This is an optimization exercise on Yosys and OpenROAD, whose aim is small area and a short achievable clock period, not a production implementation. In this exercise RTL edits were held to simulation tests only and were not proved equivalent to the original.

## north
// test_dsp
module test_dsp #(parameter width_in1=26, parameter width_in2=14, parameter width_out=40) (
    input clk_i,
    input signed [width_in1:0] a_i,
    input signed [width_in2:0] b_i,
    input signed [width_out:0] pd_pattern1,
    output signed [width_out:0] c_o,
    output reg ones_o
);
Size in the first run: roughly 1700 cells after synthesis, roughly 130 I/O pins, roughly 17000 µm² of cells after synthesis.
Settings: LEC_CHECK=0, ABC_AREA=1, CAP_MARGIN=20, CORE_MARGIN=2, CORE_UTILIZATION=60, CTS_BUF_LIST=sky130_fd_sc_hd__clkbuf_4 sky130_fd_sc_hd__clkbuf_8, SETUP_SLACK_MARGIN=3.0, SLEW_MARGIN=20; clock period 6.5 ns.
standard.sh (not shown) runs the stock make flow with config.mk's settings and CLKGATE_MAP_FILE= SYNTH_SCRIPT=/design/flow/synth_recipe.tcl, a recipe that flattens the netlist after the stock synthesis.
==> flow/flow/run.sh <==
#!/bin/bash
# Standard ORFS layout, with one extra step between synthesis and floorplan:
# flow/polarity.py removes the polarity inverters that Yosys's full-adder
# extraction leaves between adder cells (full adders are self-dual), and
# swaps gates for their complement cells where that saves an inverter.
# Registers and ports are untouched.
set -euo pipefail
cd "$(dirname "$0")/.."
W=$(pwd)
R=$W/orfs/results/${FLOW_PLATFORM}/test_dsp/base
LIB=${FLOW_HOME}/platforms/${FLOW_PLATFORM}/lib/sky130_fd_sc_hd__tt_025C_1v80.lib
# port buffers: a real buffer cell (buffer_ports otherwise picks a delay cell)
export BUFFER_PORTS_ARGS="-buffer_cell sky130_fd_sc_hd__buf_2"
bash standard.sh synth > "$W/run_synth.log" 2>&1
cp "$R/1_2_yosys.v" "$W/1_2_yosys.standard.v"
python3 flow/polarity.py "$LIB" "$W/1_2_yosys.standard.v" "$R/1_2_yosys.v" > "$W/run_polarity.log" 2>&1
rm -f "$R/1_synth.odb" "$R/1_synth.sdc"
bash standard.sh finish > "$W/run_layout.log" 2>&1
Other scripts of this flow, unchanged in this note and not shown: flow/flow/polarity.py
The inputs of south differ from those of north as listed below.
Settings: changing SETUP_SLACK_MARGIN from 3.0 to 3.5; removing CTS_BUF_LIST (formerly sky130_fd_sc_hd__clkbuf_4 sky130_fd_sc_hd__clkbuf_8).
diff --git a/flow/flow/run.sh b/flow/flow/run.sh
--- a/flow/flow/run.sh
+++ b/flow/flow/run.sh
@@ -12,3 +12,3 @@
 # port buffers: a real buffer cell (buffer_ports otherwise picks a delay cell)
-export BUFFER_PORTS_ARGS="-buffer_cell sky130_fd_sc_hd__buf_2"
+export BUFFER_PORTS_ARGS="-buffer_cell sky130_fd_sc_hd__buf_4"
 bash standard.sh synth > "$W/run_synth.log" 2>&1
Clock sink count came out exactly the same in south and north. Re buffers plus inverters on the worst setup path: south is 1 down on north. [compare] base=north new=south: post-placement worst setup slack increased 0.24 ns; required time at the endpoint of the critical path now sits at about the same level. south went all the way through synthesis, placement and routing and the layout is clean on timing, DRC and antenna.

--- another note on this design; it stands on its own ---

==> v33: inputs <==
Design test_dsp, start of the top module:
module test_dsp #(parameter width_in1=26, parameter width_in2=14, parameter width_out=40) (
    input clk_i,
    input signed [width_in1:0] a_i,
    input signed [width_in2:0] b_i,
    input signed [width_out:0] pd_pattern1,
    output signed [width_out:0] c_o,
    output reg ones_o
);
==> flow/config.mk <==
export PLATFORM = sky130hd
export DESIGN_NAME = test_dsp
export DESIGN_NICKNAME = test_dsp
export VERILOG_FILES = /design/flow/design.v
export SDC_FILE = /design/flow/constraint.sdc
export NUM_CORES = 4
export LEC_CHECK = 0
export ABC_AREA = 1
export CAP_MARGIN = 20
export CORE_MARGIN = 2
export CORE_UTILIZATION = 50
export CTS_BUF_LIST = sky130_fd_sc_hd__clkbuf_8
export CTS_CLUSTER_DIAMETER = 71
export CTS_CLUSTER_SIZE = 12
export SETUP_SLACK_MARGIN = 3.5
export SLEW_MARGIN = 20
==> flow/constraint.sdc <==
create_clock -name core_clock -period 6.5 [get_ports {clk_i}]
set_input_delay 1.3000 -clock core_clock [delete_from_list [all_inputs] [get_ports {clk_i}]]
set_output_delay 1.3000 -clock core_clock [all_outputs]
set_load 0.01 [all_outputs]
standard.sh (not shown) runs the stock make flow with config.mk's settings and CLKGATE_MAP_FILE= SYNTH_SCRIPT=/design/flow/synth_recipe.tcl, a recipe that flattens the netlist after the stock synthesis.
==> flow/flow/run.sh <==
#!/bin/bash
# Standard ORFS layout, with one extra step between synthesis and floorplan:
# flow/polarity.py removes the polarity inverters that Yosys's full-adder
# extraction leaves between adder cells (full adders are self-dual), and
# swaps gates for their complement cells where that saves an inverter;
# flow/fanout.py then gives the high-fanout Booth digit signals an
# inverter-pair driver.
# Registers and ports are untouched.
set -euo pipefail
cd "$(dirname "$0")/.."
W=$(pwd)
R=$W/orfs/results/${FLOW_PLATFORM}/test_dsp/base
LIB=${FLOW_HOME}/platforms/${FLOW_PLATFORM}/lib/sky130_fd_sc_hd__tt_025C_1v80.lib
# port buffers: a real buffer cell (buffer_ports otherwise picks a delay cell)
export BUFFER_PORTS_ARGS="-buffer_cell sky130_fd_sc_hd__buf_2"
bash standard.sh synth > "$W/run_synth.log" 2>&1
cp "$R/1_2_yosys.v" "$W/1_2_yosys.standard.v"
python3 flow/polarity.py "$LIB" "$W/1_2_yosys.standard.v" "$W/1_2_yosys.polarity.v" > "$W/run_polarity.log" 2>&1
python3 flow/fanout.py 10 "$W/1_2_yosys.polarity.v" "$R/1_2_yosys.v" > "$W/run_fanout.log" 2>&1
rm -f "$R/1_synth.odb" "$R/1_synth.sdc"
bash standard.sh finish > "$W/run_layout.log" 2>&1
Other scripts of this flow, unchanged in this note and not shown: flow/flow/fanout.py, flow/flow/polarity.py
==> v8: changes against v33 <==
- SETUP_SLACK_MARGIN: 3.5 -> 3.4
==> qor summary <==
RR Startpoint: v33 r1_c13_4; v8 r1_c26_0
Average wire per standard cell: v33 19.09 um; v8 18.59 um
Clock network contribution to total cell area: v33 0.02394; v8 0.01990
Number of cells on the worst reg-to-reg path: v33 15; v8 14
Fin worst setup slack: v33 3.386 ns; v8 3.349 ns
Status: v33 timing/DRC/antenna clean; v8 timing/DRC/antenna clean
Wire length the detailed router placed on met1: v33 17,510 um; v8 16,920 um
Placed Instances: v33 1,999; v8 1,998
Design Area, Final: v33 18,080 um2; v8 17,610 um2
Detailed Routing Iterations Pass 1: v33 5; v8 7
Number of buffers and inverters on the critical path: v33 5; v8 4
End point of the critical path: v33 prod_r[32]; v8 prod_r[33]
Worst r2r dst: v33 prod_r[32]; v8 prod_r[33]
Post-synthesis to final-layout area growth: v33 15.27%; v8 12.24%
Setup WS pre-CTS: v33 2.251 ns; v8 2.227 ns
Layout non-clock buf frac: v33 0.05377; v8 0.04861
Final-layout worst hold slack: v33 0.4270 ns; v8 0.4368 ns

-- what the ideal ports hide --
How much do the figures lean on ideal ports? The routed layouts below were timed once more, with nothing changed but the port constraints. Step 1 assumes that a clkbuf_16 drives the clock port and a buf_2 every other input. Step 2 adds t to the input delays and takes it off the output delays; t is the mean of the earliest and latest rising clock arrival at the registers after step 1. Input paths then give back, and output paths get back, about the clock's delay inside the block. Slacks: ideal / step 1 / step 2; pairs: ideal / step 1.
run	shift t [ns]	slack for setup (ns)	hold slack, ns
north	0.586	3.050 / 3.078 / 2.492	0.326 / 0.326 / 0.326
south	0.600	3.350 / 3.197 / 2.597	0.341 / 0.341 / 0.341
v33	0.595	3.386 / 3.386 / 2.805	0.427 / 0.427 / 0.427
v8	0.585	3.349 / 3.349 / 2.869	0.437 / 0.437 / 0.437
After both steps setup and hold are still met in every run listed. For south, which loses most, drivers alone change the setup slack by -0.153 ns; drivers and shift together by -0.753 ns.
